This design comes from an exercise in tuning for small area, a short achievable clock period and few clock cycles per item on the open sky130 flow, not from production work. Power and IR drop assume default switching activity.

## JK
==> module Binary_to_BCD, before the edit <==
module Binary_to_BCD
  #(parameter INPUT_WIDTH = 28,
    parameter DECIMAL_DIGITS = 8)
  (
   input                         clk,
   input                         rst,
   input [INPUT_WIDTH-1:0]       i_Binary,
   input                         i_Start,
   output [DECIMAL_DIGITS*4-1:0] o_BCD,
   output                        o_DV
   );
  function [3:0] add3(input [3:0] d, input en);
    reg c;
    begin
      c = en & (d[3] | (d[2] & (d[1] | d[0])));
      add3 = {c | d[3], c ? d[3] & d[0] : d[2], c ? (d[3] ? ~d[0] : d[1] & d[0]) : d[1], d[0] ^ c};
    end
  endfunction
  reg [33:0] r_R;
  reg        r_Busy, r_DV;
  reg [2:0] r_C;    
  reg [33:0] w_L;
  always @* begin
    w_L = {i_Binary, 6'b0};
    w_L = {w_L[32:0], w_L[33]};
    w_L = {w_L[32:0], w_L[33]};
    w_L = {w_L[32:0], w_L[33]};
    w_L[3:0] = add3(w_L[3:0], 1'b1);
    w_L = {w_L[32:0], w_L[33]};
  end
  reg [33:0] w_S;
  always @* begin
    w_S = r_R;
    w_S[3:0] = add3(w_S[3:0], 1'b1);
    w_S[7:4] = add3(w_S[7:4], 1'b1);
    w_S[11:8] = add3(w_S[11:8], (r_C >= 1));
    w_S[15:12] = add3(w_S[15:12], (r_C >= 2));
    w_S[19:16] = add3(w_S[19:16], (r_C >= 4));
    w_S[23:20] = add3(w_S[23:20], (r_C >= 5));
    w_S[27:24] = add3(w_S[27:24], (r_C >= 6));
    w_S = {w_S[32:0], w_S[33]};
    w_S[3:0] = add3(w_S[3:0], 1'b1);
    w_S[7:4] = add3(w_S[7:4], 1'b1);
    w_S[11:8] = add3(w_S[11:8], (r_C >= 1));
    w_S[15:12] = add3(w_S[15:12], (r_C >= 2));
    w_S[19:16] = add3(w_S[19:16], (r_C >= 3));
    w_S[23:20] = add3(w_S[23:20], (r_C >= 5));
    w_S[27:24] = add3(w_S[27:24], (r_C >= 6));
    w_S[31:28] = add3(w_S[31:28], (r_C >= 7));
    w_S = {w_S[32:0], w_S[33]};
    w_S[3:0] = add3(w_S[3:0], 1'b1);
    w_S[7:4] = add3(w_S[7:4], 1'b1);
    w_S[11:8] = add3(w_S[11:8], 1'b1);
    w_S[15:12] = add3(w_S[15:12], (r_C >= 2));
    w_S[19:16] = add3(w_S[19:16], (r_C >= 3));
    w_S[23:20] = add3(w_S[23:20], (r_C >= 4));
    w_S[27:24] = add3(w_S[27:24], (r_C >= 6));
    w_S[31:28] = add3(w_S[31:28], (r_C >= 7));
    w_S = {w_S[32:0], w_S[33]};
  end
  always @(posedge clk) begin
    r_R <= r_Busy ? w_S : w_L;
    r_C <= r_Busy ? r_C + 1'b1 : 3'd0;
    if (rst) begin
      r_Busy <= 1'b0;
      r_DV   <= 1'b0;
    end else if (r_Busy) begin
      r_Busy <= ~(r_C == 3'd7);
      r_DV   <= (r_C == 3'd7);
    end else begin
      r_Busy <= i_Start;
      r_DV   <= 1'b0;
    end
  end
  assign o_BCD = r_R[31:0];
  assign o_DV  = r_DV;
endmodule
clock: 5.0 ns
lec_check: 0
abc_area: 1
cap_margin: 20
core_margin: 2
core_utilization: 40
place_density: 0.6
slew_margin: 20
standard.sh (not shown) runs the stock make flow with config.mk's settings and CLKGATE_MAP_FILE= SYNTH_SCRIPT=/design/flow/synth_recipe.tcl, a recipe that flattens the netlist after the stock synthesis.
==> flow/flow/run.sh <==
#!/bin/bash
# The standard layout (the standard.sh, unchanged synthesis and steps), with
# the port buffers that buffer_ports inserts made sky130_fd_sc_hd__buf_1 cells
# instead of its default pick. Every tool's output goes to standard_flow.log here;
# ORFS also keeps each step's log under orfs/logs.
set -euo pipefail
bash standard.sh 'BUFFER_PORTS_ARGS=-buffer_cell sky130_fd_sc_hd__buf_1' finish > standard_flow.log 2>&1
Input-level comparison between MS and JK:
==> flow/design.v <==
module Binary_to_BCD
  #(parameter INPUT_WIDTH = 28,
    parameter DECIMAL_DIGITS = 8)
  (
   input                         clk,
   input                         rst,
   input [INPUT_WIDTH-1:0]       i_Binary,
   input                         i_Start,
   output [DECIMAL_DIGITS*4-1:0] o_BCD,
   output                        o_DV
   );
  function [3:0] add3(input [3:0] d, input en);
    reg c;
    begin
      c = en & (d[3] | (d[2] & (d[1] | d[0])));
      add3 = {c | d[3], c ? d[3] & d[0] : d[2], c ? (d[3] ? ~d[0] : d[1] & d[0]) : d[1], d[0] ^ c};
    end
  endfunction
  reg [33:0] r_R;
  reg        r_Busy, r_DV;
  reg [3:0] r_J;    
  reg [33:0] w_L;
  always @* begin
    w_L = {i_Binary, 6'b0};
    w_L = {w_L[32:0], w_L[33]};
    w_L = {w_L[32:0], w_L[33]};
    w_L = {w_L[32:0], w_L[33]};
    w_L[3:0] = add3(w_L[3:0], 1'b1);
    w_L = {w_L[32:0], w_L[33]};
  end
  reg [33:0] w_S;
  always @* begin
    w_S = r_R;
    w_S[3:0] = add3(w_S[3:0], 1'b1);
    w_S[7:4] = add3(w_S[7:4], 1'b1);
    w_S[11:8] = add3(w_S[11:8], (r_J[0] | r_J[3]));
    w_S[15:12] = add3(w_S[15:12], (r_J[1] | r_J[3]));
    w_S[19:16] = add3(w_S[19:16], r_J[3]);
    w_S[23:20] = add3(w_S[23:20], (r_J[3] & ~r_J[0]));
    w_S[27:24] = add3(w_S[27:24], (r_J[3] & ~r_J[1]));
    w_S = {w_S[32:0], w_S[33]};
    w_S[3:0] = add3(w_S[3:0], 1'b1);
    w_S[7:4] = add3(w_S[7:4], 1'b1);
    w_S[11:8] = add3(w_S[11:8], (r_J[0] | r_J[3]));
    w_S[15:12] = add3(w_S[15:12], (r_J[1] | r_J[3]));
    w_S[19:16] = add3(w_S[19:16], (r_J[2] | r_J[3]));
    w_S[23:20] = add3(w_S[23:20], (r_J[3] & ~r_J[0]));
    w_S[27:24] = add3(w_S[27:24], (r_J[3] & ~r_J[1]));
    w_S[31:28] = add3(w_S[31:28], (r_J[3] & ~r_J[2]));
    w_S = {w_S[32:0], w_S[33]};
    w_S[3:0] = add3(w_S[3:0], 1'b1);
    w_S[7:4] = add3(w_S[7:4], 1'b1);
    w_S[11:8] = add3(w_S[11:8], 1'b1);
    w_S[15:12] = add3(w_S[15:12], (r_J[1] | r_J[3]));
    w_S[19:16] = add3(w_S[19:16], (r_J[2] | r_J[3]));
    w_S[23:20] = add3(w_S[23:20], r_J[3]);
    w_S[27:24] = add3(w_S[27:24], (r_J[3] & ~r_J[1]));
    w_S[31:28] = add3(w_S[31:28], (r_J[3] & ~r_J[2]));
    w_S = {w_S[32:0], w_S[33]};
  end
  always @(posedge clk) begin
    r_R <= r_Busy ? w_S : w_L;
    r_J <= r_Busy ? {r_J[2:0], ~r_J[3]} : 4'd0;
    if (rst) begin
      r_Busy <= 1'b0;
      r_DV   <= 1'b0;
    end else if (r_Busy) begin
      r_Busy <= ~(r_J[3] & ~r_J[2]);
      r_DV   <= (r_J[3] & ~r_J[2]);
    end else begin
      r_Busy <= i_Start;
      r_DV   <= 1'b0;
    end
  end
  assign o_BCD = r_R[31:0];
  assign o_DV  = r_DV;
endmodule
--- outcome ---
The capturing instance or port of the critical path comes out r_R[15]$_DFF_P_ in one run and r_R[17]$_DFF_P_ in the other, namely in MS and JK respectively. In the final reports, the cell area of MS is smaller than that of JK. The lower synthesized-area fraction occupied by ao, oa, aoi and oai cells of MS and JK is in JK. MS vs JK: switching fraction of total power down in MS. Wire length: MS vs JK down about 1.3%. Measured against each other, MS and JK differ in number of vias after detailed routing, the lower figure coming from MS. Relative to JK, MS degrades worst IR drop on VDD.
Function was not checked in any run of this note: the RTL went through the layout flow alone.

static timing again, ports no longer ideal:
Ports are ideal in the flow. The routed layouts listed here were re-timed in OpenROAD.
Step 1 assumes that a clkbuf_16 drives the clock port and a buf_2 every other input.
Step 2 adds t to the input delays and takes it off the output delays; t is the mean of the earliest and latest rising clock arrival at the registers after step 1. Input paths then give back, and output paths get back, about the clock's delay inside the block.
Three values: ideal, step 1, step 2; two values: the first two.
run | shift t [ns] | setup slack, ns | clock arrival spread, ns
JK | 0.326 | 2.564 / 2.564 / 2.564 | 0.004 / 0.004
MS | 0.323 | 2.546 / 2.546 / 2.546 | 0.010 / 0.009
After both steps every run listed still meets setup and hold.
